This is an optimization exercise on Yosys and OpenROAD, whose aim is small area, a short achievable clock period and few clock cycles per item, not a production implementation. Where RTL was checked, it was by simulation tests only, not by an equivalence proof against the original.

==> 04-07: inputs <==
// mult_controller
module mult_controller #(
    parameter integer WIDTH = 32
)
(
    input logic clk,
    input logic rst_n,
    input logic start,
    input logic signed [WIDTH - 1: 0] multiplicand,
    input logic signed [WIDTH - 1: 0] multiplier,
    output logic signed [2 * WIDTH - 1: 0] product,
    output logic done
);
    logic busy;                   
    logic [1:0] cnt;             
    logic [31:0] pl;              
    logic bprev;                  
    logic [31:0] ph;              
    logic [39:0] q0, q1;          
    wire [31:0] mx = multiplier;
    wire [8:0] wp = {mx[7:0], 1'b0};
    wire [8:0] wr = {pl[7:0], bprev};
    wire [32:0] am = {multiplicand[31], multiplicand};   
    wire [32:0] a2 = {multiplicand, 1'b0};               
    wire [3:0] ng;
    wire [2:0] wp0 = wp[2:0];
    wire onep0 = wp0[0] ^ wp0[1];
    wire twop0 = (wp0[2] & ~wp0[1] & ~wp0[0]) | (~wp0[2] & wp0[1] & wp0[0]);
    wire [2:0] wr0 = wr[2:0];
    wire oner0 = wr0[0] ^ wr0[1];
    wire twor0 = (wr0[2] & ~wr0[1] & ~wr0[0]) | (~wr0[2] & wr0[1] & wr0[0]);
    wire one0 = busy ? oner0 : onep0;
    wire two0 = busy ? twor0 : twop0;
    assign ng[0] = busy ? wr0[2] : wp0[2];
    wire [32:0] x0 = ((am & {33{one0}}) | (a2 & {33{two0}})) ^ {33{ng[0]}};
    wire [2:0] wp1 = wp[4:2];
    wire onep1 = wp1[0] ^ wp1[1];
    wire twop1 = (wp1[2] & ~wp1[1] & ~wp1[0]) | (~wp1[2] & wp1[1] & wp1[0]);
    wire [2:0] wr1 = wr[4:2];
    wire oner1 = wr1[0] ^ wr1[1];
    wire twor1 = (wr1[2] & ~wr1[1] & ~wr1[0]) | (~wr1[2] & wr1[1] & wr1[0]);
    wire one1 = busy ? oner1 : onep1;
    wire two1 = busy ? twor1 : twop1;
    assign ng[1] = busy ? wr1[2] : wp1[2];
    wire [32:0] x1 = ((am & {33{one1}}) | (a2 & {33{two1}})) ^ {33{ng[1]}};
    wire [2:0] wp2 = wp[6:4];
    wire onep2 = wp2[0] ^ wp2[1];
    wire twop2 = (wp2[2] & ~wp2[1] & ~wp2[0]) | (~wp2[2] & wp2[1] & wp2[0]);
    wire [2:0] wr2 = wr[6:4];
    wire oner2 = wr2[0] ^ wr2[1];
    wire twor2 = (wr2[2] & ~wr2[1] & ~wr2[0]) | (~wr2[2] & wr2[1] & wr2[0]);
    wire one2 = busy ? oner2 : onep2;
    wire two2 = busy ? twor2 : twop2;
    assign ng[2] = busy ? wr2[2] : wp2[2];
    wire [32:0] x2 = ((am & {33{one2}}) | (a2 & {33{two2}})) ^ {33{ng[2]}};
    wire [2:0] wp3 = wp[8:6];
  ...
clock: 4.5 ns
lec_check: 0
abc_area: 1
cap_margin: 20
core_margin: 2
core_utilization: 40
cts_buf_list: sky130_fd_sc_hd__clkbuf_8
setup_slack_margin: 1.4
slew_margin: 20
buffer_ports_args: -buffer_cell sky130_fd_sc_hd__buf_1
standard.sh (not shown) runs the stock make flow with config.mk's settings and CLKGATE_MAP_FILE= SYNTH_SCRIPT=/design/flow/synth_recipe.tcl, a recipe that flattens the netlist after the stock synthesis.
==> flow/flow/run.sh <==
#!/bin/bash
# The standard layout, except that the port buffers are plain buffers
# (sky130_fd_sc_hd__buf_1, which timing repair may resize) instead of the
# delay cells buffer_ports picks by default.
set -euo pipefail
echo 'export BUFFER_PORTS_ARGS = -buffer_cell sky130_fd_sc_hd__buf_1' >> config.mk
bash standard.sh > standard.log 2>&1
==> 02-05: changes against 04-07 <==
==> flow/flow/run.sh (replaced) <==
#!/bin/bash
# The standard layout, except that:
# - the port buffers are plain buffers (sky130_fd_sc_hd__buf_1, which timing
#   repair may resize) instead of the delay cells buffer_ports picks;
# - synthesis maps adders with yosys's own Brent-Kung carry lookahead instead
#   of the Kogge-Stone extra map (any non-empty SYNTH_OPERATIONS_ARGS drops
#   it; -noshare is already on every synth call).
set -euo pipefail
echo 'export BUFFER_PORTS_ARGS = -buffer_cell sky130_fd_sc_hd__buf_1' >> config.mk
echo 'export SYNTH_OPERATIONS_ARGS = -noshare' >> config.mk
bash standard.sh > standard.log 2>&1
SETUP_SLACK_MARGIN = 1.3   (was 1.4)
SYNTH_OPERATIONS_ARGS = -noshare   (was default)
==> 08-01: changes against 04-07 <==
--- a/flow/design.v
+++ b/flow/design.v
@@ -25,45 +25,45 @@
     wire [2:0] wp0 = wp[2:0];
     wire onep0 = wp0[0] ^ wp0[1];
     wire twop0 = (wp0[2] & ~wp0[1] & ~wp0[0]) | (~wp0[2] & wp0[1] & wp0[0]);
     wire [2:0] wr0 = wr[2:0];
     wire oner0 = wr0[0] ^ wr0[1];
     wire twor0 = (wr0[2] & ~wr0[1] & ~wr0[0]) | (~wr0[2] & wr0[1] & wr0[0]);
-    wire one0 = busy ? oner0 : onep0;
-    wire two0 = busy ? twor0 : twop0;
-    assign ng[0] = busy ? wr0[2] : wp0[2];
+    wire one0 = start ? onep0 : oner0;
+    wire two0 = start ? twop0 : twor0;
+    assign ng[0] = start ? wp0[2] : wr0[2];
     wire [32:0] x0 = ((am & {33{one0}}) | (a2 & {33{two0}})) ^ {33{ng[0]}};
     wire [2:0] wp1 = wp[4:2];
     wire onep1 = wp1[0] ^ wp1[1];
     wire twop1 = (wp1[2] & ~wp1[1] & ~wp1[0]) | (~wp1[2] & wp1[1] & wp1[0]);
     wire [2:0] wr1 = wr[4:2];
     wire oner1 = wr1[0] ^ wr1[1];
     wire twor1 = (wr1[2] & ~wr1[1] & ~wr1[0]) | (~wr1[2] & wr1[1] & wr1[0]);
-    wire one1 = busy ? oner1 : onep1;
-    wire two1 = busy ? twor1 : twop1;
-    assign ng[1] = busy ? wr1[2] : wp1[2];
+    wire one1 = start ? onep1 : oner1;
+    wire two1 = start ? twop1 : twor1;
+    assign ng[1] = start ? wp1[2] : wr1[2];
     wire [32:0] x1 = ((am & {33{one1}}) | (a2 & {33{two1}})) ^ {33{ng[1]}};
     wire [2:0] wp2 = wp[6:4];
     wire onep2 = wp2[0] ^ wp2[1];
     wire twop2 = (wp2[2] & ~wp2[1] & ~wp2[0]) | (~wp2[2] & wp2[1] & wp2[0]);
     wire [2:0] wr2 = wr[6:4];
     wire oner2 = wr2[0] ^ wr2[1];
     wire twor2 = (wr2[2] & ~wr2[1] & ~wr2[0]) | (~wr2[2] & wr2[1] & wr2[0]);
-    wire one2 = busy ? oner2 : onep2;
-    wire two2 = busy ? twor2 : twop2;
-    assign ng[2] = busy ? wr2[2] : wp2[2];
+    wire one2 = start ? onep2 : oner2;
+    wire two2 = start ? twop2 : twor2;
+    assign ng[2] = start ? wp2[2] : wr2[2];
     wire [32:0] x2 = ((am & {33{one2}}) | (a2 & {33{two2}})) ^ {33{ng[2]}};
     wire [2:0] wp3 = wp[8:6];
     wire onep3 = wp3[0] ^ wp3[1];
     wire twop3 = (wp3[2] & ~wp3[1] & ~wp3[0]) | (~wp3[2] & wp3[1] & wp3[0]);
     wire [2:0] wr3 = wr[8:6];
     wire oner3 = wr3[0] ^ wr3[1];
     wire twor3 = (wr3[2] & ~wr3[1] & ~wr3[0]) | (~wr3[2] & wr3[1] & wr3[0]);
-    wire one3 = busy ? oner3 : onep3;
-    wire two3 = busy ? twor3 : twop3;
-    assign ng[3] = busy ? wr3[2] : wp3[2];
+    wire one3 = start ? onep3 : oner3;
+    wire two3 = start ? twop3 : twor3;
+    assign ng[3] = start ? wp3[2] : wr3[2];
     wire [32:0] x3 = ((am & {33{one3}}) | (a2 & {33{two3}})) ^ {33{ng[3]}};
     wire s1 = ng[1] ^ x0[2];
     wire c2 = ng[1] & x0[2];
     wire s3 = x0[3] ^ x1[1];
     wire c4 = x0[3] & x1[1];
     wire s5 = ng[2] ^ x0[4] ^ x1[2];
SETUP_SLACK_MARGIN = 1.5   (was 1.4)
==> comparison table <==
Weighted congestion reported at the end of routability-driven placement: 04-07 0.887; 02-05 0.843; 08-01 0.917
Summed area of non-filler cells in the final layout: 04-07 14,300 um2; 02-05 14,600 um2; 08-01 15,800 um2
Setup clock skew after layout: 04-07 0.0187 ns; 02-05 0.0203 ns; 08-01 0.0212 ns
Pin count of the biggest net entering global routing: 04-07 60; 02-05 34; 08-01 64
Arrival time reported for the critical path endpoint: 04-07 3.53 ns; 02-05 3.58 ns; 08-01 3.51 ns
Global-route wire length before repair: 04-07 55,300 um; 02-05 46,000 um; 08-01 57,500 um
Worst hold slack: 04-07 0.235 ns; 02-05 0.241 ns; 08-01 0.234 ns
Share of Yosys cell area claimed by the top area cell type: 04-07 16.5%; 02-05 20.8%; 08-01 16.1%
Synthesized netlist net count: 04-07 1,722; 02-05 1,365; 08-01 1,728
Nature of the critical path startpoint: 04-07 flop; 02-05 flop; 08-01 primary input
Synthesized instance count: 04-07 1,480; 02-05 1,106; 08-01 1,486
Sequential cell area fraction in the yosys report: 04-07 29.3%; 02-05 31.3%; 08-01 28.6%
Vertical extent of the die: 04-07 179 um; 02-05 173 um; 08-01 181 um
Outcome: 04-07 no timing/DRC/antenna violations; 02-05 no timing/DRC/antenna violations; 08-01 no timing/DRC/antenna violations
ClkCell Share: 04-07 2.90%; 02-05 2.85%; 08-01 2.55%
Xor and xnor fraction of the mapped netlist area: 04-07 9.49%; 02-05 11.5%; 08-01 9.27%
Simple logic cell fraction of the synthesized area: 04-07 15.8%; 02-05 7.88%; 08-01 15.5%
Inverters: 04-07 240; 02-05 171; 08-01 244
Minimum clock period after layout: 04-07 3.18 ns; 02-05 3.23 ns; 08-01 3.14 ns
Starting DRT DRC Count: 04-07 891; 02-05 607; 08-01 765
Testbench counts of 04-07, summed over its fixed seeds: cycles 8,008, items 1,600.
Testbench counts of 02-05, summed over its fixed seeds: cycles 8,008, items 1,600.
Function not checked in 08-01: the RTL went through the layout flow alone.

[separate check: timing with driven ports]
How much do the figures lean on ideal ports? The routed layouts below were timed once more, with nothing changed but the port constraints.
Step 1 sets driving cells, clkbuf_16 on the clock port and buf_2 on the other inputs (assumed; they add their load-dependent delay and slew).
Step 2 times the ports against the registers' clock, not the clock port: input delays grow and output delays shrink by t, the midpoint of the rising clock arrivals with the driver on.
Three values: ideal ports, drivers, drivers and shift; two values: the first two.
run	t (ns)	setup WS [ns]	worst hold slack (ns)	slew at the worst register clock pin (ns)	pins driven straight from the clock port
04-07	0.508	1.324 / 1.324 / 0.853	0.235 / 0.210 / 0.489	0.10 / 0.10	1
02-05	0.510	1.273 / 1.273 / 0.796	0.241 / 0.219 / 0.504	0.11 / 0.11	1
08-01	0.508	1.355 / 1.353 / 0.845	0.234 / 0.235 / 0.502	0.10 / 0.10	1
After both steps setup and hold are still met in every run listed. For 08-01, which loses most, drivers alone change the setup slack by -0.002 ns; drivers and shift together by -0.510 ns.
